What follows belongs to an exercise in optimizing a design on an open flow for small area; a production flow would make more cautious choices.
Only simulation tests tie the RTL to the original design; equivalence was not proved.
Power is estimated from default activity; no workload was simulated.

==> flow/design.v (outline; a module is shown in full before it is edited, if it fits) <==
// module segments_lut: 40 lines
// module video_encoder: 734 lines
// module color_module: 26 lines
// module color_out: 14 lines
// module vga_controller: 31 lines
// module adc_reader: 16 lines
// module paddle_controller: 22 lines
// module auto_player: 99 lines
// module sound_output: 59 lines
// module game_controller: 277 lines
// module top: 44 lines
module top(input clk, rst, ball_speed, serve_type, angle, bat_size, restart, start, en_color, auto, hard_mode, input[3:0] mode, max_score, input[8:0] adc, output sel, size, output sound, output [9:0] RED, GRN, BLU, output HSYNC, VSYNC, px_clk, blank);
  // ...
==> flow/flow/run.sh <==
#!/bin/bash
# Layout flow: the standard flow, except that synthesis skips the adder extraction
# (ADDER_MAP_FILE empty) and maps the logic with a stronger ABC script (abc_area.script here).
set -euo pipefail
W=$PWD
rm -rf "$W/scripts_mine"
cp -r "$FLOW_HOME/scripts" "$W/scripts_mine"
cp "$W/flow/abc_area.script" "$W/scripts_mine/abc_area.script"
make -C "$FLOW_HOME" DESIGN_CONFIG="$W/config.mk" WORK_HOME="$W/orfs" CLKGATE_MAP_FILE= \
  SYNTH_SCRIPT="$W/synth_recipe.tcl" SCRIPTS_DIR="$W/scripts_mine" ADDER_MAP_FILE= synth > "$W/synth.log" 2>&1
bash "$W/standard.sh" > "$W/layout.log" 2>&1
==> flow/flow/abc_area.script <==
strash
&get -n
&fraig -x
&put
scorr
dc2
strash
&get -n
&deepsyn -T 180
&put
strash
&get -n
&dch -f
&nf
&put
==> flow/standard.sh <==
#!/bin/bash
# synth_recipe.tcl (not shown) runs the flow's synth.tcl, then flattens the netlist and writes it again
# the make line also repeats each setting of config.mk as NAME=value (left out here)
make -C /OpenROAD-flow-scripts/flow DESIGN_CONFIG=/design/flow/config.mk WORK_HOME=/design/flow/orfs CLKGATE_MAP_FILE= SYNTH_SCRIPT=/design/flow/synth_recipe.tcl "${@:-finish}"
==> flow/config.mk <==
export PLATFORM = sky130hd
export DESIGN_NAME = top
export DESIGN_NICKNAME = top
export VERILOG_FILES = /design/flow/design.v
export SDC_FILE = /design/flow/constraint.sdc
export NUM_CORES = 4
export LEC_CHECK = 0
export ABC_AREA = 1
export CAP_MARGIN = 20
export CORE_MARGIN = 2
export CORE_UTILIZATION = 40
export PLACE_DENSITY = 0.6
export SLEW_MARGIN = 20
==> flow/constraint.sdc <==
create_clock -name core_clock -period 10.0 [get_ports {clk}]
set_input_delay 2.0000 -clock core_clock [delete_from_list [all_inputs] [get_ports {clk}]]
set_output_delay 2.0000 -clock core_clock [all_outputs]
set_load 0.01 [all_outputs]
==> flow_summary.json, run 1 <==
{
  "rsz0062_at_grt": "false",
  "r2r_end": "video_encoder.px_data_ff$_DFF_P_",
  "maxSlewViolCount": 0,
  "endpoint_kind": "flop",
  "avgSynthCellArea_um2": 7.617,
  "r2r_start": "vga_controller.vcount_ff[7]$_DFFE_PP0P_",
  "register_area_um2": 3924,
  "sh_seq_area_pct": 26.14,
  "status": "timing/DRC/antenna clean",
  "cts_root_buf": "clkbuf_16",
  "max_stage_delay_ps": 800,
  "multi_input_area_um2": 8949,
  "cts.sinks": 159,
  "final_cell_mix": "nor2_1, nand2_1, a21oi_1",
  "reg_top3": "sound_output.counter_ff: 13 flops, vga_controller.t_ff: 11 flops",
  "numCtsBuffers": 17,
  "combinationalPower_uw": 1660,
  "wirelength_mm": 44.50,
  "grtUsageMet2_pct": 43.02,
  "cpMaxStageDelayCell": "nor3_1",
  "ys_top_cells_by_count": "nor2_1, nand2_1, a21oi_1",
  "ys_seq_elements": 159,
  "final_nets": 1848,
  "crit_path_max_fanout": 23,
  "use_met1_pct": 35.56,
  "port_buffers": 63,
  "slew_headroom_pct": 33.91,
  "antenna_found_initial": 0,
  "synth_fa_ha_area_share_pct": 1.734,
  "synth_compound_area_share_pct": 24.06,
  "cts_resized": 0,
  "viasPerCell": 6.030
}
==> module color_module, before the edit <==
module color_module(
    input         clk, rst,
                  px_data,
                  enable,
    input   [1:0] mode,
    input  [9:0] x, y,
    output [2:0] color);
    reg [2:0] c_ff, c_nxt;
    assign color = c_ff;
    wire stripe = (x > 0   && x <  80 || x > 160 && x < 240 || x > 320 && x < 400 || x > 480 && x < 560);
    wire [4:0] m20 = x % 20;
    wire vline = (m20 == 5'd0) || (m20 == 5'd10);
    wire odd = m20 >= 5'd10;
    wire hline = odd ? (y == 120 || y == 240 || y == 360) : (y == 60 || y == 180 || y == 300 || y == 420);
    always @* begin
        if(px_data) c_nxt = 3'd1;
        else if(!enable) c_nxt = 3'd0;
        else if(mode == 2'b00) c_nxt = 3'd2;
        else if(mode == 2'b01) c_nxt = stripe ? 3'd3 : 3'd4;
        else c_nxt = (vline || hline) ? 3'd5 : 3'd6;
    end
    always @(posedge clk or posedge rst) begin
        if(rst) c_ff <= 3'd0;
        else c_ff <= c_nxt;
    end
endmodule
==> module vga_controller, before the edit <==
module vga_controller(input clk, rst, output [10:0] tb, output [9:0] px_h, px_v, output vis, HSYNC, VSYNC, px_clk);
    reg [10:0] t_ff;
    reg [9:0] vcount_ff;
    reg vs_ff;
    wire [9:0] hcount = t_ff[10:1];
    wire hwrap = (t_ff == 11'd1599);
    assign tb = t_ff;
    assign px_clk = ~t_ff[0];
    wire hv = hcount < 10'd640;
    wire vv = vcount_ff < 10'd480;
    assign vis = hv & vv;
    assign px_h = hv ? hcount : 10'd0;
    assign px_v = vv ? vcount_ff : 10'd0;
    assign HSYNC = !(hcount >= 10'd656 && hcount < 10'd752);
    assign VSYNC = vs_ff;
    always @(posedge clk or posedge rst) begin
        if(rst) begin
            t_ff <= 11'd1;
            vcount_ff <= 10'd0;
            vs_ff <= 1'b1;
        end else begin
            t_ff <= hwrap ? 11'd0 : t_ff + 11'd1;
            if(t_ff[0]) begin
                if(vcount_ff == 10'd524) vcount_ff <= 10'd0;
                else if(hwrap) vcount_ff <= vcount_ff + 10'd1;
                if(vcount_ff == 10'd489) vs_ff <= 1'b0;
                if(vcount_ff == 10'd491) vs_ff <= 1'b1;
            end
        end
    end
endmodule
==> module paddle_controller, before the edit <==
module paddle_controller(input clk, rst, p, m, bat_size, input [3:0] tb, output[8:0] p2_y);    
    reg [8:0] p2_ff, p2_nxt;
    assign p2_y = p2_ff;
    always @* begin
        p2_nxt = p2_ff;
        if(tb == 4'd0) begin
            if(!p) p2_nxt = p2_ff + 9'd1;
            if(!m) p2_nxt = p2_ff - 9'd1;
        end
        if(bat_size) begin
            if(p2_ff < 9'd40)  p2_nxt = 9'd40;
            if(p2_ff > 9'd440) p2_nxt = 9'd440;
        end else begin
            if(p2_ff < 9'd50)  p2_nxt = 9'd50;
            if(p2_ff > 9'd430) p2_nxt = 9'd430;
        end
    end
    always @(posedge clk or posedge rst) begin
        if(rst) p2_ff <= 9'd240;
        else p2_ff <= p2_nxt;
    end
endmodule
==> module game_controller, before the edit <==
module game_controller( input clk, rst,
                        input  [9:0] p1_in,        
                                      p2_in,       
                        input  [1:0]  mode,        
                                      max_score,   
                        input         ball_speed,  
                                      serve_type,  
                                      angle,       
                                      bat_size,    
                                      restart,     
                                      start,       
                        input  [4:0]  tb,          
                        output        p1_win,      
                                      p2_win,      
                                      turn,        
                                      start_state, 
                                      hit,         
                                      wall,        
                                      goal,        
                                      bs,          
                                      xh,          
                        output [1:0]  mode_out,    
                        output [4:0]  p1_score,    
                                      p2_score,    
                        output [9:0]  ball_x,      
                                      ball_y);     
    localparam[1:0] START = 2'b00,
                    GAME  = 2'b01,
                    SERVE = 2'b10,
                    ENDG  = 2'b11;
    localparam[1:0] SAME = 2'd0, INC = 2'd1, DEC = 2'd2;
    reg [1:0] state_ff, state_nxt;
    reg [1:0] mode_ff, mode_nxt;
    reg start_state_ff;
    reg hit_ff, hit_nxt, wall_ff, wall_nxt, goal_ff, goal_nxt;
    reg [9:0] x_ff, x_nxt;
    reg [8:0] y_ff, y_nxt;    
    reg xh_ff, xh_nxt, yh_ff, yh_nxt;
    reg ball_en_ff;
    reg [4:0] rand_pos_ff, rand_pos_nxt;
    reg [1:0] move_counter_ff, move_counter_nxt;
    reg [1:0] dir_nxt;
    reg hd2_ff, hd_ff;    
    reg [4:0] p1_score_ff, p1_score_nxt, p2_score_ff, p2_score_nxt;
    reg turn_ff, turn_nxt;
    reg [1:0] ws_ff;
    reg win1_ff, win1_nxt, win2_ff, win2_nxt;
    reg bs_ff;
    assign mode_out = mode_ff;
    assign start_state = start_state_ff;
    assign hit = hit_ff;
    assign wall = wall_ff;
    assign goal = goal_ff;
    assign p1_win = win1_ff;
    assign p2_win = win2_ff;
    assign turn = turn_ff;
    assign p1_score = p1_score_ff;
    assign p2_score = p2_score_ff;
    assign ball_x = x_ff;
    assign ball_y = {1'b0, y_ff};
    assign bs = bs_ff;
    assign xh = hd_ff;
    function [1:0] angles;
        input [4:0] pos;
        case(pos)
            5'd0  : angles = 2'd0;
            5'd1  : angles = 2'd1;
            5'd2  : angles = 2'd2;
            5'd3  : angles = 2'd1;
            5'd4  : angles = 2'd2;
            5'd5  : angles = 2'd0;
            5'd6  : angles = 2'd0;
            5'd7  : angles = 2'd2;
            5'd8  : angles = 2'd1;
            5'd9  : angles = 2'd0;
            5'd10 : angles = 2'd1;
            5'd11 : angles = 2'd0;
            5'd12 : angles = 2'd1;
            5'd13 : angles = 2'd2;
            5'd14 : angles = 2'd2;
            5'd15 : angles = 2'd0;
            5'd16 : angles = 2'd2;
            5'd17 : angles = 2'd1;
            5'd18 : angles = 2'd2;
            5'd19 : angles = 2'd0;
            5'd20 : angles = 2'd0;
            5'd21 : angles = 2'd2;
            5'd22 : angles = 2'd1;
            5'd23 : angles = 2'd0;
            5'd24 : angles = 2'd1;
            5'd25 : angles = 2'd0;
            5'd26 : angles = 2'd2;
            5'd27 : angles = 2'd1;
            5'd28 : angles = 2'd1;
            5'd29 : angles = 2'd0;
            5'd30 : angles = 2'd0;
            5'd31 : angles = 2'd2;
            default : angles = 2'd0;
        endcase
    endfunction
    function hit_y;
        input [8:0] yb, p;
        input sm;
        reg [9:0] d;    
        begin
            d = {1'b0, yb} - {1'b0, p};
            hit_y = (p >= (sm ? 9'd19 : 9'd29)) &&
                    (d[9] ? (d[8:0] >= (sm ? 9'd493 : 9'd483)) : (d[8:0] <= (sm ? 9'd19 : 9'd29)));
        end
    endfunction
    wire hy1 = hit_y(y_ff, p1_in[8:0], bs_ff);
    wire hy2 = hit_y(y_ff, p2_in[8:0], bs_ff);
    reg [4:0] win_score;
    always @* begin
        case(ws_ff)
            2'b00 : win_score = 5'd10;
            2'b01 : win_score = 5'd15;
            2'b10 : win_score = 5'd20;
            default : win_score = 5'd30;
        endcase
    end
    wire st_start = state_ff == START;
    wire st_game  = state_ff == GAME;
    wire st_serve = state_ff == SERVE;
    wire st_endg  = state_ff == ENDG;
    wire m0 = mode_ff == 2'b00, m1 = mode_ff == 2'b01, m2 = mode_ff == 2'b10, m3 = mode_ff == 2'b11;
    wire xle15 = x_ff <= 10'd15, xle30 = x_ff <= 10'd30, xge610 = x_ff >= 10'd610, xge625 = x_ff >= 10'd625;
    wire ygoal = y_ff >= 9'd134 && y_ff <= 9'd344;
    wire t_l  = m0 & xle15;                  
    wire t_r  = m0 & xge625;                 
    wire f_lw = m1 & xle30 & !ygoal;         
    wire f_lg = m1 & xle15 & ygoal;          
    wire f_rw = m1 & xge610 & !ygoal;        
    wire f_rg = m1 & xge625 & ygoal;         
    wire s_l  = mode_ff[1] & xle30;                 
    wire s_r  = mode_ff[1] & xge625;         
    wire h_p1 = !mode_ff[1] & x_ff >= 10'd40 & x_ff < 10'd49 & hy1;       
    wire h_p2 = !mode_ff[1] & x_ff >= 10'd591 & x_ff < 10'd600 & hy2;     
    wire h_f1 = m1 & x_ff >= 10'd484 & x_ff < 10'd494 & hy1;              
    wire h_f2 = m1 & x_ff >= 10'd146 & x_ff < 10'd156 & hy2;              
    wire h_s2 = m2 & x_ff >= 10'd496 & x_ff < 10'd506 & hy2 & turn_ff;    
    wire h_s1 = mode_ff[1] & x_ff >= 10'd480 & x_ff < 10'd490 & hy1 & !turn_ff;  
    wire y_lo = y_ff <= 9'd30;               
    wire y_hi = y_ff >= 9'd450;              
    wire goalc = t_l | t_r | f_lg | f_rg | s_r;
    wire hitc  = h_p1 | h_p2 | h_f1 | h_f2 | h_s2 | h_s1;
    wire xinc  = t_l | f_lw | f_lg | s_l | h_p1 | h_f1;            
    wire xdec  = t_r | f_rw | f_rg | h_p2 | h_f2 | h_s2 | h_s1;    
    wire xcoll = xinc | xdec | s_r;
    wire p1_inc = t_r | f_rg | (s_r & m2 & turn_ff) | (h_s1 & m3);
    wire p2_inc = t_l | f_lg | (s_r & (m3 | (m2 & !turn_ff)));
    wire [9:0] xc = ({10{t_l | f_lg}} & 10'd160) | ({10{t_r | f_rg}} & 10'd480) |
                    ({10{f_lw | s_l}} & 10'd31) | ({10{f_rw}} & 10'd609) | ({10{s_r}} & 10'd100) |
                    ({10{h_p1}} & 10'd50) | ({10{h_p2}} & 10'd590) | ({10{h_f1}} & 10'd495) |
                    ({10{h_f2}} & 10'd145) | ({10{h_s2 | h_s1}} & 10'd479);
    wire move = (!tb[4] || ball_speed) && tb[3:0] == 4'd0 && ball_en_ff;
    wire move_y = move && (!angle || move_counter_ff == angles(rand_pos_ff));
    function [9:0] step10;
        input [9:0] v;
        input up;
        reg c;
        integer k;
        begin
            c = 1'b1;
            for(k = 0; k < 10; k = k + 1) begin
                step10[k] = v[k] ^ c;
                c = c & (v[k] ~^ up);
            end
        end
    endfunction
    function [8:0] step9;
        input [8:0] v;
        input up;
        reg c;
        integer k;
        begin
            c = 1'b1;
            for(k = 0; k < 9; k = k + 1) begin
                step9[k] = v[k] ^ c;
                c = c & (v[k] ~^ up);
            end
        end
    endfunction
    always @* begin
        state_nxt = state_ff;
        win1_nxt = win1_ff;
        win2_nxt = win2_ff;
        case(state_ff)
            START : begin
                win1_nxt = 1'b0;
                win2_nxt = 1'b0;
                if(start) state_nxt = GAME;
            end
            SERVE : begin
                if(p1_score_ff >= win_score || p2_score_ff >= win_score) begin
                    state_nxt = ENDG;
                    if(p1_score_ff > p2_score_ff) win1_nxt = 1'b1;
                    else win2_nxt = 1'b1;
                end else if(serve_type) state_nxt = GAME;
            end
            ENDG : begin
                if(restart) state_nxt = START;
            end
            default: ;
        endcase
        if(goalc && st_game) state_nxt = SERVE;
        if(h_s1 && m3 && p1_score_ff >= max_score) state_nxt = SERVE;
        mode_nxt = st_start ? mode : mode_ff;
        p1_score_nxt = p1_inc ? p1_score_ff + 5'd1 : st_start ? 5'd0 : p1_score_ff;
        p2_score_nxt = p2_inc ? p2_score_ff + 5'd1 : st_start ? 5'd0 : p2_score_ff;
        turn_nxt = h_s2 ? 1'b0 : (h_s1 && mode == 2'b10) ? 1'b1 : st_start ? 1'b0 : turn_ff;
        hit_nxt = hitc;
        wall_nxt = f_lw | f_rw | s_l | y_lo | y_hi;
        goal_nxt = goalc;
        rand_pos_nxt = (s_l | hitc) ? rand_pos_ff + 5'd1 : rand_pos_ff;
        move_counter_nxt = move ? (move_y ? 2'b00 : move_counter_ff + 2'd1) : move_counter_ff;
        xh_nxt = xinc ? 1'b1 : xdec ? 1'b0 : st_start ? 1'b1 : xh_ff;
        yh_nxt = y_lo ? 1'b1 : y_hi ? 1'b0 : (h_f1 | h_f2) ? (y_ff < 9'd240) : st_start ? 1'b1 : yh_ff;
        if(xcoll) begin
            x_nxt = xc;
            dir_nxt = xinc ? INC : DEC;
        end else if(move) begin
            x_nxt = step10(x_ff, xh_ff);
            dir_nxt = xh_ff ? INC : DEC;
        end else if(st_start) begin
            x_nxt = 10'd60;
            dir_nxt = (x_ff < 10'd60) ? INC : (x_ff > 10'd60) ? DEC : SAME;
        end else begin
            x_nxt = x_ff;
            dir_nxt = SAME;
        end
        y_nxt = y_lo ? 9'd31 : y_hi ? 9'd445 : move_y ? step9(y_ff, yh_ff) : st_start ? 9'd60 : y_ff;
    end
    always @(posedge clk or posedge rst) begin
        if(rst) begin
            state_ff <= START;
            start_state_ff <= 1'b0;
            move_counter_ff <= 2'd1;
            rand_pos_ff <= 5'd0;
            x_ff <= 10'd60;
            y_ff <= 9'd60;
            hd2_ff <= 1'b1;
        end else begin
            state_ff <= state_nxt;
            start_state_ff <= (state_ff == START);
            move_counter_ff <= move_counter_nxt;
            rand_pos_ff <= rand_pos_nxt;
            x_ff <= x_nxt;
            y_ff <= y_nxt;
            if(dir_nxt == INC) hd2_ff <= 1'b1;
            else if(dir_nxt == DEC) hd2_ff <= 1'b0;
        end
    end
    always @(posedge clk) begin
        mode_ff <= mode_nxt;
        if(state_ff != ENDG) begin
            p1_score_ff <= p1_score_nxt;
            p2_score_ff <= p2_score_nxt;
            hit_ff <= hit_nxt;
            wall_ff <= wall_nxt;
            goal_ff <= goal_nxt;
        end else begin
            hit_ff <= 1'b0;
            wall_ff <= 1'b0;
            goal_ff <= 1'b0;
        end
        win1_ff <= win1_nxt;
        win2_ff <= win2_nxt;
        turn_ff <= turn_nxt;
        xh_ff <= xh_nxt;
        yh_ff <= yh_nxt;
        ball_en_ff <= state_ff[0];    
        bs_ff <= bat_size;      
        ws_ff <= max_score;
        hd_ff <= hd2_ff;
    end
endmodule
==> inputs of run 2 (changes only) <==
--- a/flow/design.v
+++ b/flow/design.v
@@ -782,7 +782,18 @@
     reg [2:0] c_ff, c_nxt;
     assign color = c_ff;
     wire stripe = (x > 0   && x <  80 || x > 160 && x < 240 || x > 320 && x < 400 || x > 480 && x < 560);
-    wire [4:0] m20 = x % 20;
+    wire [4:0] xsum = {1'b0, x[9:6]} + {1'b0, x[5:2]};
+    reg [2:0] xm5;
+    always @* begin
+        case(xsum)
+            5'd0, 5'd5, 5'd10, 5'd15, 5'd20, 5'd25, 5'd30: xm5 = 3'd0;
+            5'd1, 5'd6, 5'd11, 5'd16, 5'd21, 5'd26, 5'd31: xm5 = 3'd1;
+            5'd2, 5'd7, 5'd12, 5'd17, 5'd22, 5'd27: xm5 = 3'd2;
+            5'd3, 5'd8, 5'd13, 5'd18, 5'd23, 5'd28: xm5 = 3'd3;
+            default: xm5 = 3'd4;
+        endcase
+    end
+    wire [4:0] m20 = {xm5, x[1:0]};
     wire vline = (m20 == 5'd0) || (m20 == 5'd10);
     wire odd = m20 >= 5'd10;
     wire hline = odd ? (y == 120 || y == 240 || y == 360) : (y == 60 || y == 180 || y == 300 || y == 420);
@@ -815,9 +826,8 @@
 module vga_controller(input clk, rst, output [10:0] tb, output [9:0] px_h, px_v, output vis, HSYNC, VSYNC, px_clk);
     reg [10:0] t_ff;
     reg [9:0] vcount_ff;
-    reg vs_ff;
     wire [9:0] hcount = t_ff[10:1];
-    wire hwrap = (t_ff == 11'd1599);
+    wire hwrap = t_ff[10] & t_ff[9] & (&t_ff[5:0]);    
     assign tb = t_ff;
     assign px_clk = ~t_ff[0];
     wire hv = hcount < 10'd640;
@@ -826,19 +836,17 @@
     assign px_h = hv ? hcount : 10'd0;
     assign px_v = vv ? vcount_ff : 10'd0;
     assign HSYNC = !(hcount >= 10'd656 && hcount < 10'd752);
-    assign VSYNC = vs_ff;
+    wire h0 = t_ff[10:1] == 10'd0;
+    assign VSYNC = !((vcount_ff == 10'd490) || (vcount_ff == 10'd489 && !h0) || (vcount_ff == 10'd491 && h0));
     always @(posedge clk or posedge rst) begin
         if(rst) begin
             t_ff <= 11'd1;
             vcount_ff <= 10'd0;
-            vs_ff <= 1'b1;
         end else begin
             t_ff <= hwrap ? 11'd0 : t_ff + 11'd1;
             if(t_ff[0]) begin
-                if(vcount_ff == 10'd524) vcount_ff <= 10'd0;
+                if(vcount_ff[9] & vcount_ff[3] & vcount_ff[2]) vcount_ff <= 10'd0;    
                 else if(hwrap) vcount_ff <= vcount_ff + 10'd1;
-                if(vcount_ff == 10'd489) vs_ff <= 1'b0;
-                if(vcount_ff == 10'd491) vs_ff <= 1'b1;
             end
         end
     end
@@ -861,12 +869,17 @@
 endmodule
 module paddle_controller(input clk, rst, p, m, bat_size, input [3:0] tb, output[8:0] p2_y);    
     reg [8:0] p2_ff, p2_nxt;
+    reg c;
+    integer k;
     assign p2_y = p2_ff;
     always @* begin
         p2_nxt = p2_ff;
-        if(tb == 4'd0) begin
-            if(!p) p2_nxt = p2_ff + 9'd1;
-            if(!m) p2_nxt = p2_ff - 9'd1;
+        if(tb == 4'd0 && !(p && m)) begin
+            c = 1'b1;
+            for(k = 0; k < 9; k = k + 1) begin
+                p2_nxt[k] = p2_ff[k] ^ c;
+                c = c & (p2_ff[k] ~^ m);
+            end
         end
         if(bat_size) begin
             if(p2_ff < 9'd40)  p2_nxt = 9'd40;
@@ -1149,8 +1162,10 @@
                     (d[9] ? (d[8:0] >= (sm ? 9'd493 : 9'd483)) : (d[8:0] <= (sm ? 9'd19 : 9'd29)));
         end
     endfunction
-    wire hy1 = hit_y(y_ff, p1_in[8:0], bs_ff);
-    wire hy2 = hit_y(y_ff, p2_in[8:0], bs_ff);
+    wire psel1 = (x_ff < 10'd100) || (x_ff >= 10'd300 && x_ff < 10'd495);
+    wire hy = hit_y(y_ff, psel1 ? p1_in[8:0] : p2_in[8:0], bs_ff);
+    wire hy1 = hy;
+    wire hy2 = hy;
     reg [4:0] win_score;
     always @* begin
         case(ws_ff)
==> flow/flow/abc_area.script (replaced) <==
strash
&get -n
&fraig -x
&put
scorr
dc2
strash
&get -n
&deepsyn -T 300
&put
strash
&get -n
&dch -f
&nf -R 1000 -F 32 -A 32 -p
&put
--- a/flow/config.mk
+++ b/flow/config.mk
@@ -9,5 +9,6 @@
 export CAP_MARGIN = 20
 export CORE_MARGIN = 2
 export CORE_UTILIZATION = 40
+export CTS_BUF_LIST = sky130_fd_sc_hd__clkbuf_8
 export PLACE_DENSITY = 0.6
 export SLEW_MARGIN = 20
==> run 2 against run 1 <==
Compared with the run above:
- critical endpoint unchanged
- wire length decreased by 6.3%
- global-route usage decreased by 1.2 points
- sequential power about the same
- power decreased by 24%
==> flow_summary.json, run 2 <==
{
  "wirelength_mm": 41.71,
  "synth_compound_area_share_pct": 24.30,
  "nFillCells": 3192,
  "die_x_um": 182.0,
  "cts_setup_buffers": 0,
  "pin_count": 65,
  "synthTopCellsByArea": "dfrtp_1, xnor2_1, a21oi_1",
  "synth_fa_ha_area_share_pct": 1.343,
  "multi_input_area_um2": 8407,
  "register_area_um2": 3897,
  "die_y_um": 182.0,
  "peakVddDrop_uv": 117.7,
  "numCtsBuffers": 17,
  "clk_path_buf_depth": 2,
  "synth_area_um2": 12670,
  "synthMuxAreaShare_pct": 5.195,
  "final.min_clock_period_ps": 9086,
  "max_stage_delay_ps": 820,
  "max_cap_violations": 0,
  "final_nets": 1743,
  "powerDensity_nw_per_um2": 181.6,
  "synth.distinct_cells": 64,
  "synth.net_count": 1658,
  "tightest_slew_ps": 1069,
  "die_area_um2": 33110,
  "synthArstFlopShare_pct": 71.52,
  "cts_max_level": 4,
  "cts_tree": "done",
  "grt_max_degree": 64,
  "max_flop_register": "sound_output.counter_ff",
  "rsz0062_at_grt": "false",
  "cts_resized": 0,
  "crit_type": "reg -> reg",
  "n_antenna_cell": 0,
  "vias": 12930,
  "fin_setup_tns_ps": 0,
  "synth_top_area_cell": "dfrtp_1",
  "cts_root_buf": "clkbuf_8",
  "routedWlPerCell_um": 19.58,
  "synth-simple-area-share_pct": 26.28,
  "yosysMostFrequentCell": "nor2_1",
  "yosysSeqAreaShare_pct": 30.77,
  "ys_seq_elements": 158,
  "grt_first_pass_wirelength_mm": 65.96,
  "slew_headroom_pct": 28.25,
  "syn2layout_area_growth_pct": 12.01,
  "path_clk_slew_ps": 100,
  "viasPerCell": 6.070,
  "post-dp-hpwl_mm": 31.06,
  "status": "timing/DRC/antenna clean",
  "antenna_found_initial": 0,
  "dp_slack_ps": 1127,
  "drt_pass1_iterations": 5,
  "p_leak_uw": 0.005379,
  "core_um2": 31390,
  "final_antenna_net_count": 0,
  "final_common_cell": "nor2_1",
  "hold_violations": 0,
  "drive_gt1_share_pct": 4.688,
  "synth_cells": 1630,
  "crit_path_max_fanout": 22,
  "port_buffers": 63,
  "endpoint_kind": "flop",
  "final.period_utilization_pct": 90.86,
  "clock_skew_ps": 38.48,
  "grt_usage_pct": 25.00,
  "ys_top_cells_by_count": "nor2_1, nand2_1, a21oi_1",
  "max_freq_mhz": 110.1,
  "final_cell_mix": "nor2_1, nand2_1, a21oi_1",
  "worstPathArrival_ps": 9460,
  "setup_slack_ps": 914.1,
  "initial_core_util_pct": 40.35,
  "maxSlewViolCount": 0,
  "drc": 0,
  "gr-total-overflow": 0,
  "grt_pass1_vias": 11970,
  "largest_register_ff_count": 13,
  "clk_latency_ps": 490,
  "cts.sinks": 158,
  "synth_top_family_by_area": "simple AND/OR/NAND/NOR gates",
  "startpoint_type": "flop",
  "hold_class": "reg -> reg",
  "drt_iter0_drc": 1212,
  "synth_edf_count": 14,
  "cpMaxStageDelayCell": "xnor2_1",
  "routabilityCongestion": 0.9929,
  "yosysTopAreaCellShare_pct": 17.78,
  "num_rows": 65,
  "synthXorXnorAreaFrac_pct": 9.126,
  "yosysWarningCount": 11,
  "postCtsHoldBufs": 0,
  "cp_data_required_time_ps": 10370,
  "ys.flop_type": "dfrtp_1",
  "reg_top3": "sound_output.counter_ff: 13 flops, vga_controller.t_ff: 11 flops",
  "report.final.setup_viol": 0,
  "avgSynthCellArea_um2": 7.772
}
run 2: cell types whose count changed in the layout (fill, tap and decap cells not counted), sizes merged, moves of 7 or more:
cell,before,now
a21oi,154,144
mux2i,17,32
nor2,222,190
xor2,50,39
xnor2,83,93
nand3,47,37
and3,38,30
buf,17,25
nand2,189,169
nand2b,40,32
a22oi,5,12
run 2: layout make-up:
| class | instances | area share, % |
|---|---|---|
| inverter | 56 | 1.499 |
| multi-input combinational | 1394 | 59.25 |
| timing repair buffer | 88 | 5.767 |
| tap | 402 | 3.545 |
| sequential | 158 | 27.47 |
| clock inverter | 13 | 0.6349 |
| clock buffer | 19 | 1.843 |
run 2: metrics by stage:
| stage | util [%] | cell area [um2] | total power (uW) | hold WS [ps] | std cells |
|---|---|---|---|---|---|
| final | 45.20 | 14190 | 2577 | 431.7 | 2130 |
| after global routing | 45.20 | 14190 | 2755 | 432.9 | 2130 |
| after CTS | 45.20 | 14190 | 2579 | 431.6 | 2130 |
| after detailed placement | 44.08 | 13840 | 2116 | 421.5 | 2098 |
| after global placement | 44.08 | 13840 | 2100 | 413.9 | 2098 |
| after floorplan | - | 12670 | 1775 | 360.5 | 1630 |
run 2: where the power goes:
| group | internal, uW | switching, uW | leakage, uW |
|---|---|---|---|
| Clock | 186 | 273 | 0.000191 |
| Combinational | 479 | 605 | 0.00339 |
| Sequential | 789 | 245 | 0.00180 |
| Total | 1450 | 1120 | 0.00538 |
run 2: logic make-up (layout without fill, tap and decap cells):
logic type	Yosys count	after routing
simple gates	685	685
other cells	1	1
xor+xnor	132	132
flops	158	158
fa+ha+maj	17	17
mux	62	62
buf+inv	78	176
compound gates	497	497
run 2: path summary, 6_finish.rpt:
check,cells past startpoint,start,slack (ps),to
max reg2reg,31,vga_controller.vcount_ff[7]$_DFFE_PP0P_,910,video_encoder.px_data_ff$_DFF_P_
min,0,game_controller.hd2_ff$_DFFE_PP1P_,430,game_controller.hd_ff$_DFF_P_
max in group asynchronous,3,rst,6780,vga_controller.t_ff[10]$_DFF_PP0_
max,31,vga_controller.vcount_ff[7]$_DFFE_PP0P_,910,video_encoder.px_data_ff$_DFF_P_
min in group asynchronous,2,rst,1940,auto_player.err_count_ff[4]$_DFFE_PP0P_
min reg2reg,0,game_controller.hd2_ff$_DFFE_PP1P_,430,game_controller.hd_ff$_DFF_P_
run 2: metal layers:
| layer | wire length [um] | vias to the layer above | global-route usage, % |
|---|---|---|---|
| met5 | 0 | - | 0 |
| met1 | 19060 | 6191 | 34.54 |
| met2 | 18650 | 507 | 39.51 |
| met4 | 856 | 0 | 7.516 |
| li1 | - | 6173 | - |
| met3 | 3145 | 58 | 5.054 |
run 2: worst max-delay path, delay by kind of cell, from the launching register on:
kind / cells / cell delay [ps]
AO/OA/AOI/OAI: 12 / 3160
XOR/XNOR: 4 / 1920
adder cells (fa/ha/maj): 2 / 790
buffers and inverters: 2 / 190
flip-flops: 1 / 670
multiplexers: 2 / 400
AND/OR/NAND/NOR: 9 / 1850
==> inputs of run 3 (changes only) <==
==> flow/flow/run.sh (replaced) <==
#!/bin/bash
# Layout flow: the standard flow, except that
#  - synthesis skips the adder extraction (ADDER_MAP_FILE empty) and maps the logic with a
#    stronger ABC script (abc_area.script here);
#  - the port buffers are the smallest buffer (buf_1) instead of clkdlybuf4s50_1.
set -euo pipefail
W=$PWD
rm -rf "$W/scripts_mine"
cp -r "$FLOW_HOME/scripts" "$W/scripts_mine"
cp "$W/flow/abc_area.script" "$W/scripts_mine/abc_area.script"
make -C "$FLOW_HOME" DESIGN_CONFIG="$W/config.mk" WORK_HOME="$W/orfs" CLKGATE_MAP_FILE= \
  SYNTH_SCRIPT="$W/synth_recipe.tcl" SCRIPTS_DIR="$W/scripts_mine" ADDER_MAP_FILE= synth > "$W/synth.log" 2>&1
export BUFFER_PORTS_ARGS="-buffer_cell sky130_fd_sc_hd__buf_1"
bash "$W/standard.sh" > "$W/layout.log" 2>&1
==> run 3 against run 2 <==
Compared with the run above:
- cell count decreased by 0.19%
- die area unchanged
- power increased by 0.98%
- first-iteration DRC count increased by 35%
- design area decreased by 2.4%
- synthesized area unchanged
- wire length decreased by 4.2%
- combinational power decreased by 4%
- non-clock buffer count decreased by 4
- critical path type unchanged
- highest routed layer is now met5
==> flow_summary.json, run 3 <==
{
  "cpMaxStageDelayCell": "nor2b_1",
  "max_freq_mhz": 108.9,
  "crit_type": "reg -> reg",
  "yosysWarningCount": 11,
  "grt_max_degree": 66,
  "numCtsBuffers": 17,
  "powerDensity_nw_per_um2": 187.9,
  "cts_resized": 0,
  "tightest_slew_ps": 1099,
  "ys_top_cells_by_count": "nor2_1, nand2_1, a21oi_1",
  "wirelength_mm": 39.95,
  "final_common_cell": "nor2_1",
  "viasPerCell": 6.077,
  "yosysTopAreaCellShare_pct": 17.78,
  "synthArstFlopShare_pct": 71.52,
  "largest_register_ff_count": 13,
  "crit_path_max_fanout": 15,
  "routabilityCongestion": 0.9885,
  "power_uw": 2603,
  "clock_skew_ps": 35.91,
  "postCtsHoldBufs": 0,
  "p_int_uw": 1476,
  "synth.net_count": 1658,
  "routedWlPerCell_um": 18.79,
  "vias": 12920,
  "drive_gt1_share_pct": 4.640,
  "startpoint_type": "flop",
  "maxSlewViolCount": 0,
  "yosysMostFrequentCell": "nor2_1",
  "yosysSeqAreaShare_pct": 30.77,
  "grt_first_pass_wirelength_mm": 64.55,
  "p_leak_uw": 0.005236,
  "synthTopCellsByArea": "dfrtp_1, xnor2_1, a21oi_1",
  "worstPathArrival_ps": 9540,
  "synth_edf_count": 14,
  "ys_seq_elements": 158,
  "comb_power_share_pct": 39.8,
  "final.period_utilization_pct": 91.84,
  "syn2layout_area_growth_pct": 9.343,
  "final.min_clock_period_ps": 9184,
  "status": "timing/DRC/antenna clean",
  "seq_power_share_pct": 39.7,
  "cts_tree": "done",
  "num_rows": 65,
  "pin_count": 65,
  "final_cell_mix": "nor2_1, nand2_1, a21oi_1",
  "peakVddDrop_uv": 124.2,
  "hold_class": "reg -> reg",
  "max_stage_delay_ps": 710,
  "synth_area_um2": 12670,
  "drt_pass1_iterations": 5,
  "n_antenna_cell": 0,
  "clk_path_buf_depth": 2,
  "die_y_um": 182.0,
  "synth_top_area_cell": "dfrtp_1",
  "p_clk_share_pct": 20.5,
  "grt_usage_pct": 24.29,
  "gr-total-overflow": 0,
  "slew_headroom_pct": 26.18,
  "rsz0062_at_grt": "false",
  "report.final.setup_viol": 0,
  "max_cap_violations": 0,
  "synth.distinct_cells": 64,
  "grt_pass1_vias": 12000,
  "switchingPower_uw": 1127,
  "path_clk_slew_ps": 100,
  "die_area_um2": 33110,
  "drc": 0,
  "final_antenna_net_count": 0,
  "drt_iter0_drc": 1636,
  "cts_root_buf": "clkbuf_8",
  "die_x_um": 182.0,
  "cts_max_level": 4,
  "clk_latency_ps": 490,
  "final_nets": 1739,
  "endpoint_kind": "flop",
  "cp_data_required_time_ps": 10360,
  "port_buffers": 63,
  "reg_top3": "sound_output.counter_ff: 13 flops, vga_controller.t_ff: 11 flops",
  "synth_cells": 1630,
  "cts_setup_buffers": 0,
  "ys.flop_type": "dfrtp_1",
  "cp_common_cell": "nor2_1",
  "cts.sinks": 158,
  "avgSynthCellArea_um2": 7.772,
  "max_flop_register": "sound_output.counter_ff",
  "post-dp-hpwl_mm": 29.85,
  "initial_core_util_pct": 40.35,
  "fin_setup_tns_ps": 0,
  "core_um2": 31390,
  "antenna_found_initial": 1,
  "hold_violations": 0,
  "switching_share_pct": 43.29
}
[run 3: cell counts after synthesis]
No cell type changed its count.
[run 3: critical path: cells and delay by family, from the launching register on]
family | cells | cell delay [ps]
AO/OA/AOI/OAI | 11 | 2630
flip-flops | 1 | 640
adder cells (fa/ha/maj) | 2 | 800
multiplexers | 2 | 420
AND/OR/NAND/NOR | 11 | 2470
XOR/XNOR | 4 | 1710
buffers and inverters | 3 | 380
[run 3: worst paths after layout]
| path | from | to | slack, ps | depth (start not counted) |
|---|---|---|---|---|
| setup / recovery | vga_controller.vcount_ff[8]$_DFFE_PP0P_ | video_encoder.px_data_ff$_DFF_P_ | 820 | 33 |
| hold / removal | game_controller.hd2_ff$_DFFE_PP1P_ | game_controller.hd_ff$_DFF_P_ | 450 | 0 |
| setup reg to reg | vga_controller.vcount_ff[8]$_DFFE_PP0P_ | video_encoder.px_data_ff$_DFF_P_ | 820 | 33 |
| hold reg to reg | game_controller.hd2_ff$_DFFE_PP1P_ | game_controller.hd_ff$_DFF_P_ | 450 | 0 |
| max in group asynchronous | rst | vga_controller.t_ff[6]$_DFF_PP0_ | 7160 | 3 |
| min in group asynchronous | rst | auto_player.err_count_ff[0]$_DFFE_PP0P_ | 1580 | 2 |
[run 3: area by class of cell]
| type | count | area, um2 |
|---|---|---|
| multi-input cells | 1394 | 8422 |
| flip-flops and latches | 158 | 3897 |
| clock inverters | 15 | 188.9 |
| repair buffers | 84 | 394.1 |
| clock buffers | 17 | 234.0 |
| fillers | 3131 | 17540 |
| inverters | 56 | 212.7 |
| well taps | 402 | 503.0 |
[run 3: layer usage]
metal / wire length (um) / track usage [%] / vias to the layer above
li1: - / - / 6179
met2: 17550 / 37.67 / 558
met3: 3250 / 5.154 / 75
met4: 977 / 7.903 / 2
met1: 18170 / 33.75 / 6105
met5: 11 / 0 / -
[run 3: cell families (layout without fill, tap and decap cells)]
group           Yosys count  in the layout  share of synthesized area (%)
mux                      62             62                          5.195
simple gates            685            685                          26.28
fa+ha+maj                17             17                          1.343
compound gates          497            497                          24.30
flops                   158            158                          30.77
xor+xnor                132            132                          9.126
buf+inv                  78            172                          2.963
other cells               1              1                        0.02960
[run 3: per-stage QoR]
stage | util (%) | instances | hold slack [ps] | setup WS [ps] | area (um2)
floorplan | - | 1630 | 360.5 | 2482 | 12670
global placement | 42.73 | 2094 | 429.7 | 1327 | 13410
detailed placement | 42.73 | 2094 | 426.8 | 908.8 | 13410
CTS | 44.08 | 2126 | 443.0 | 833.3 | 13840
global route | 44.13 | 2126 | 451.2 | 40.22 | 13850
finish | 44.13 | 2126 | 448.5 | 815.9 | 13850
[run 3: power groups by stage]
stage / clock network (uW) / registers (uW) / logic (uW)
after CTS: 542 / 1030 / 1030
after global placement: 0 / 1040 / 1010
after floorplan: 0 / 952 / 823
after global routing: 572 / 1060 / 1160
final: 532 / 1030 / 1040
after detailed placement: 0 / 1040 / 1020
==> inputs of run 4 (changes only) <==
==> flow/flow/abc_area.script (replaced) <==
strash
&get -n
&fraig -x
&put
scorr
dc2
strash
&get -n
&deepsyn -T 600
&put
strash
&get -n
&dch -f
&nf -R 1000 -F 32 -A 32 -p
&put
==> run 4 against run 3 <==
Compared with the run above:
- still clean
- flip-flop and latch count is the same
- via count grew 2.2%
- wire length grew 4.9%
- hold slack lost 52 ps
- clock-buffer cell count grew 3
- synthesized area grew 0.19%
- non-clock buffer count grew 5
- design area is essentially flat
- power shrank 1.3%
- largest cell class unchanged
==> flow_summary.json, run 4 <==
{
  "post-dp-hpwl_mm": 30.99,
  "reg2reg_depth": 33,
  "reg2reg_setup_slack_ps": 840,
  "final_nets": 1768,
  "syn2layout_area_growth_pct": 9.197,
  "min_delay_path_depth": 0,
  "reg_top3": "sound_output.counter_ff: 13 flops, vga_controller.t_ff: 11 flops",
  "die_area_um2": 33170,
  "crit_type": "reg -> reg",
  "yosysMostFrequentCell": "nor2_1",
  "drc": 0,
  "max_cap_violations": 0,
  "synth.net_count": 1682,
  "die_x_um": 182.1,
  "report.final.setup_viol": 0,
  "antenna_found_initial": 0,
  "postCtsHoldBufs": 0,
  "synth_top_area_cell": "dfrtp_1",
  "cts_resized": 0,
  "p_leak_uw": 0.005190,
  "hold_violations": 0,
  "yosysWarningCount": 11,
  "holdPathEnd": "game_controller.ws_ff[1]$_DFF_P_",
  "setup_slack_ps": 843.3,
  "crit_family": "compound AO/OA/AOI/OAI gates",
  "cts_setup_buffers": 0,
  "vias": 13210,
  "grt_pass1_vias": 12030,
  "dp_slack_ps": 808.4,
  "max_stage_delay_ps": 690,
  "synth_cells": 1654,
  "ys_seq_elements": 158,
  "maxSlewViolCount": 0,
  "port_buffers": 63,
  "numCtsBuffers": 17,
  "die_y_um": 182.1,
  "gr-total-overflow": 0,
  "cp_data_required_time_ps": 10430,
  "synth.distinct_cells": 67,
  "synth_area_um2": 12690,
  "synthTopCellsByArea": "dfrtp_1, a21oi_1, o21ai_0",
  "endpoint_kind": "flop",
  "num_rows": 65,
  "synth_edf_count": 14,
  "cts_root_buf": "clkbuf_8",
  "clk_latency_ps": 490,
  "slew_headroom_pct": 28.49,
  "ys.flop_type": "dfrtp_1",
  "initial_core_util_pct": 40.43,
  "core_um2": 31390,
  "clk_path_buf_depth": 2,
  "yosysTopAreaCellShare_pct": 17.74,
  "grt_first_pass_wirelength_mm": 66.82,
  "powerDensity_nw_per_um2": 185.4,
  "n_antenna_cell": 0,
  "cts_tree": "done",
  "status": "timing/DRC/antenna clean",
  "drt_pass1_iterations": 5,
  "startpoint_type": "flop",
  "final.min_clock_period_ps": 9157,
  "drive_gt1_share_pct": 4.678,
  "cts.sinks": 158,
  "tightest_slew_ps": 1061,
  "crit_buf_inv": 1,
  "r2r_end": "video_encoder.px_data_ff$_DFF_P_",
  "cts_max_level": 4,
  "pin_count": 65,
  "hold_class": "reg -> reg",
  "grt_max_degree": 71,
  "grt_usage_pct": 25.27,
  "worstPathArrival_ps": 9590,
  "peakVddDrop_uv": 137.0,
  "routedWlPerCell_um": 19.45,
  "final.period_utilization_pct": 91.57,
  "final_cell_mix": "nor2_1, nand2_1, a21oi_1",
  "largest_register_ff_count": 13,
  "routabilityCongestion": 0.9800,
  "max_freq_mhz": 109.2,
  "clock_skew_ps": 29.89,
  "viasPerCell": 6.129,
  "rsz0062_at_grt": "false",
  "wirelength_mm": 41.93,
  "ys_top_cells_by_count": "nor2_1, nand2_1, a21oi_1",
  "power_uw": 2569,
  "synthArstFlopShare_pct": 71.52,
  "final_common_cell": "nor2_1",
  "cp_common_cell": "nand2_1",
  "path_clk_slew_ps": 120,
  "drt_iter0_drc": 1600,
  "max_flop_register": "sound_output.counter_ff",
  "worstHoldStart": "score_in[1]$_DFFE_PP0P_",
  "yosysSeqAreaShare_pct": 30.71,
  "r2r_start": "vga_controller.t_ff[9]$_DFF_PP0_",
  "avgSynthCellArea_um2": 7.674,
  "crit_path_max_fanout": 14,
  "final_antenna_net_count": 0,
  "cpMaxStageDelayCell": "xor2_1",
  "fin_setup_tns_ps": 0
}
## run 4: logic make-up after synthesis
logic type	share of synthesized area [%]
other cells	0.02955
compound gates	25.13
mux	4.406
simple gates	27.25
xor+xnor	8.212
fa+ha+maj	1.341
buf+inv	2.928
flops	30.71
## run 4: final cells by class
type	count	area, um2
sequential	158	3897
clock inverter	12	107.6
clock buffer	20	275.3
tap	402	503.0
fill	3193	17530
multi-input combinational	1419	8436
inverter	55	209.0
timing repair buffer	89	431.7
## run 4: layer usage
layer	share of wire, %	track usage, %
met5	0	0
met2	45	39.79
met3	5.8	2.834
met4	2.9	9.032
met1	46	35.92
## run 4: where the power goes
| group | internal [uW] | leakage, uW | switching (uW) |
|---|---|---|---|
| Clock | 218 | 0.000207 | 268 |
| Sequential | 795 | 0.00179 | 255 |
| Combinational | 431 | 0.00319 | 602 |
| Total | 1440 | 0.00519 | 1130 |
## run 4: worst reg2reg max path, delay by kind of cell (launching register included)
family,cells,cell delay (ps)
AO/OA/AOI/OAI,13,3040
XOR/XNOR,2,900
adder cells (fa/ha/maj),3,1210
buffers and inverters,1,140
flip-flops,1,620
multiplexers,1,460
AND/OR/NAND/NOR,13,2720
## run 4: per-stage QoR
step / util [%] / cells / cell area, um2 / hold slack (ps)
floorplan: - / 1654 / 12690 / 354.4
global placement: 42.89 / 2123 / 13460 / 361.8
detailed placement: 42.89 / 2123 / 13460 / 374.2
CTS: 44.11 / 2155 / 13850 / 396.0
global route: 44.15 / 2155 / 13860 / 407.9
finish: 44.15 / 2155 / 13860 / 396.2
## run 4: how the worst max path moves through the flow
stage | from | endpoint | slack, ps | cells past startpoint
5_1_grt | vga_controller.t_ff[9]$_DFF_PP0_ | video_encoder.px_data_ff$_DFF_P_ | 140 | 33
3_3_place_gp | vga_controller.t_ff[9]$_DFF_PP0_ | video_encoder.px_data_ff$_DFF_P_ | 1110 | 35
4_1_cts | vga_controller.t_ff[9]$_DFF_PP0_ | video_encoder.px_data_ff$_DFF_P_ | 760 | 35
3_5_place_dp | vga_controller.t_ff[9]$_DFF_PP0_ | video_encoder.px_data_ff$_DFF_P_ | 810 | 35
2_1_floorplan | vga_controller.vcount_ff[4]$_DFFE_PP0P_ | video_encoder.px_data_ff$_DFF_P_ | 2140 | 35
6_report | vga_controller.t_ff[9]$_DFF_PP0_ | video_encoder.px_data_ff$_DFF_P_ | 840 | 33
==> inputs of run 5 (changes only) <==
==> flow/flow/run.sh (replaced) <==
#!/bin/bash
# Layout flow: the standard flow, except that
#  - synthesis skips the adder extraction (ADDER_MAP_FILE empty) and maps the logic with a
#    stronger ABC script (abc_area.script here);
#  - the port buffers are the smallest buffer (buf_1) instead of clkdlybuf4s50_1;
#  - clock tree synthesis uses clkbuf_8 and inserts no dummy loads.
set -euo pipefail
W=$PWD
rm -rf "$W/scripts_mine"
cp -r "$FLOW_HOME/scripts" "$W/scripts_mine"
cp "$W/flow/abc_area.script" "$W/scripts_mine/abc_area.script"
make -C "$FLOW_HOME" DESIGN_CONFIG="$W/config.mk" WORK_HOME="$W/orfs" CLKGATE_MAP_FILE= \
  SYNTH_SCRIPT="$W/synth_recipe.tcl" SCRIPTS_DIR="$W/scripts_mine" ADDER_MAP_FILE= synth > "$W/synth.log" 2>&1
export BUFFER_PORTS_ARGS="-buffer_cell sky130_fd_sc_hd__buf_1"
export CTS_ARGS="-sink_clustering_enable -repair_clock_nets -buf_list sky130_fd_sc_hd__clkbuf_8 -dont_use_dummy_load"
bash "$W/standard.sh" > "$W/layout.log" 2>&1
==> flow/flow/abc_area.script (replaced) <==
strash
&get -n
&fraig -x
&put
scorr
dc2
strash
&get -n
&deepsyn -T 300
&put
strash
&get -n
&dch -f
&nf -R 1000 -F 32 -A 32 -p
&put
==> run 5 against run 4 <==
Compared with the run above:
- still clean
- die area fell by 0.53%
- wire length shrank 3.1%
- maximum frequency rose by 1.4%
- sequential share of layout area is 0.57 points higher
- global-route usage fell by 0.66 points
- cell count fell by 1.1%
==> flow_summary.json, run 5 <==
{
  "status": "timing/DRC/antenna clean",
  "reg_top3": "sound_output.counter_ff: 13 flops, vga_controller.t_ff: 11 flops",
  "port_buffers": 63,
  "holdPathEnd": "game_controller.ws_ff[1]$_DFF_P_",
  "clk_path_buf_depth": 2,
  "post-dp-hpwl_mm": 30.19,
  "grt_first_pass_wirelength_mm": 65.36,
  "antenna_found_initial": 1,
  "avgSynthCellArea_um2": 7.646,
  "path_clk_slew_ps": 90,
  "startpoint_type": "flop",
  "tightest_slew_ps": 971.7,
  "r2r_end": "video_encoder.px_data_ff$_DFF_P_",
  "drive_gt1_share_pct": 3.528,
  "report.final.setup_viol": 0,
  "cts_tree": "done",
  "final_common_cell": "nand2_1",
  "clock_skew_ps": 33.06,
  "rsz0062_at_grt": "false",
  "largest_register_ff_count": 13,
  "reg2reg_depth": 31,
  "busiest_layer": "met2",
  "grt_max_degree": 72,
  "vias": 12950,
  "initial_core_util_pct": 40.32,
  "numCtsBuffers": 17,
  "final_cell_mix": "nand2_1, nor2_1, a21oi_1",
  "fin_setup_tns_ps": 0,
  "final_util_pct": 43.38,
  "peakVddDrop_uv": 136.6,
  "synthTopCellsByArea": "dfrtp_1, a21oi_1, xnor2_1",
  "grt_pass1_vias": 11960,
  "powerDensity_nw_per_um2": 177.8,
  "cp_data_required_time_ps": 10350,
  "hold_violations": 0,
  "use_met3_pct": 3.570,
  "worstHoldStart": "score_in[1]$_DFFE_PP0P_",
  "yosysWarningCount": 11,
  "drt_pass1_iterations": 6,
  "multi_input_area_um2": 8305,
  "drc": 0,
  "drt_iter0_drc": 1207,
  "cts_root_buf": "clkbuf_8",
  "grt_usage_pct": 24.62,
  "crit_path_max_fanout": 23,
  "register_area_um2": 3897,
  "viasPerCell": 6.076,
  "yosysSeqAreaShare_pct": 30.88,
  "synth.distinct_cells": 68,
  "maxSlewViolCount": 0,
  "max_cap_violations": 0,
  "final_nets": 1759,
  "synthArstFlopShare_pct": 71.52,
  "max_stage_delay_ps": 850,
  "cts_resized": 0,
  "synth.net_count": 1679,
  "ys_seq_elements": 158,
  "ys.flop_type": "dfrtp_1",
  "gr-total-overflow": 0,
  "final.min_clock_period_ps": 9029,
  "cts_setup_buffers": 0,
  "min_delay_path_depth": 0,
  "max_flop_register": "sound_output.counter_ff",
  "core_um2": 31310,
  "use_met1_pct": 34.27,
  "yosysMostFrequentCell": "nand2_1",
  "die_area_um2": 32990,
  "max_freq_mhz": 110.8,
  "synth_edf_count": 14,
  "syn2layout_area_growth_pct": 7.612,
  "endpoint_kind": "flop",
  "r2r_start": "vga_controller.vcount_ff[7]$_DFFE_PP0P_",
  "synth_top_area_cell": "dfrtp_1",
  "grtUsageMet2_pct": 38.88,
  "cts.sinks": 158,
  "slew_headroom_pct": 35.22,
  "worstPathArrival_ps": 9380,
  "pin_count": 65,
  "nFillCells": 3188,
  "p_leak_uw": 0.005114,
  "ys_top_cells_by_count": "nand2_1, nor2_1, a21oi_1",
  "cp_common_cell": "a21oi_1",
  "synth_area_um2": 12620,
  "clk_latency_ps": 470,
  "die_x_um": 181.6,
  "num_rows": 65,
  "wirelength_mm": 40.62,
  "synth_cells": 1651,
  "hold_class": "reg -> reg",
  "crit_type": "reg -> reg",
  "routedWlPerCell_um": 19.06,
  "die_y_um": 181.6,
  "reg2reg_setup_slack_ps": 970,
  "final.period_utilization_pct": 90.29,
  "yosysTopAreaCellShare_pct": 17.84,
  "routabilityCongestion": 0.9643,
  "cts_max_level": 4,
  "n_antenna_cell": 0,
  "final_antenna_net_count": 0,
  "postCtsHoldBufs": 0,
  "cpMaxStageDelayCell": "dfrtp_1"
}
run 5: cell types whose count changed in the layout (fill, tap and decap cells not counted), moves of 8 or more:
cell      change
clkinv_1     +13
a21boi_0      +8
a31oi_1       +8
nand2_1      +13
o21ai_0      -22
run 5: report_power, final:
part / leakage [uW] / internal [uW] / total (uW) / switching [uW]
logic: 0.00320 / 416 / 995 / 579
registers: 0.00179 / 793 / 1050 / 256
clock network: 0.000122 / 150 / 372 / 221
run 5: worst max-delay path by stage:
stage,cells past startpoint,slack (ps),start,to
floorplan,31,2180,vga_controller.vcount_ff[6]$_DFFE_PP0P_,video_encoder.px_data_ff$_DFF_P_
global placement,31,1400,vga_controller.vcount_ff[7]$_DFFE_PP0P_,video_encoder.px_data_ff$_DFF_P_
finish,31,970,vga_controller.vcount_ff[7]$_DFFE_PP0P_,video_encoder.px_data_ff$_DFF_P_
CTS,31,1120,vga_controller.vcount_ff[7]$_DFFE_PP0P_,video_encoder.px_data_ff$_DFF_P_
detailed placement,31,1140,vga_controller.vcount_ff[7]$_DFFE_PP0P_,video_encoder.px_data_ff$_DFF_P_
global route,32,220,vga_controller.vcount_ff[7]$_DFFE_PP0P_,video_encoder.px_data_ff$_DFF_P_
run 5: area by class of cell:
cell class / instances / area share, %
well taps: 402 / 3.703
multi-input cells: 1403 / 61.14
flip-flops and latches: 158 / 28.69
inverters: 68 / 1.897
repair buffers: 83 / 2.846
clock buffers: 17 / 1.722
run 5: routing by layer:
| layer | wire length, um | vias to the layer above | share of wire (%) |
|---|---|---|---|
| met3 | 2519 | 67 | 6.2 |
| met5 | 13 | - | 0.032 |
| met2 | 18210 | 478 | 45 |
| li1 | - | 6253 | - |
| met1 | 18620 | 6148 | 46 |
| met4 | 1250 | 2 | 3.1 |
run 5: logic make-up (layout without fill, tap and decap cells):
group	count (synthesis)	count (layout)	synth area share, %
AOI/OAI and AO/OA	530	530	26.01
xor gates and xnor gates	116	116	8.048
adders and majority gates	14	14	1.110
buffers and inverters	90	168	3.330
DFF	158	158	30.88
muxes	51	51	4.331
other	1	1	0.02971
and+or+nand+nor	691	691	26.27
run 5: critical path, delay by kind of cell (launching register included):
family          cells  cell delay [ps]
compound gates     16             4030
buf+inv             2              390
fa+ha+maj           3             1200
simple gates        8             1600
flops               1              850
xor+xnor            2              850
run 5: per-stage QoR:
step                      cell area, um2  power, uW  worst slack, ps  hold WS, ps  std cells
after floorplan                    12620       1755             2183        354.4       1651
after global placement             13350       2018             1397        362.4       2114
after detailed placement           13350       2035             1136        368.2       2114
after CTS                          13580       2415             1122        393.4       2131
after global routing               13580       2601            224.7        401.4       2131
final                              13580       2415            971.5        386.3       2131

==> port drivers added, routing unchanged <==
Ports are ideal in the flow. The routed layouts listed here were re-timed in OpenROAD.
Step 1, drivers: a clkbuf_16 drives clk and a buf_2 each remaining input, both assumed.
Step 2 adds t to the input delays and takes it off the output delays; t is the mean of the earliest and latest rising clock arrival at the registers after step 1. Input paths then give back, and output paths get back, about the clock's delay inside the block.
a / b / c = ideal ports / drivers / drivers and shift; a / b = the first two.
run | t (ns) | slack for setup (ns) | worst hold slack (ns)
run 1 | 0.502 | 2.026 / 2.026 / 2.026 | 0.444 / 0.444 / 0.444
run 2 | 0.512 | 0.914 / 0.914 / 0.914 | 0.432 / 0.432 / 0.432
run 3 | 0.524 | 0.816 / 0.816 / 0.816 | 0.449 / 0.449 / 0.449
run 4 | 0.524 | 0.843 / 0.843 / 0.843 | 0.396 / 0.396 / 0.396
run 5 | 0.499 | 0.971 / 0.971 / 0.971 | 0.386 / 0.386 / 0.386
After both steps setup and hold are still met in every run listed.
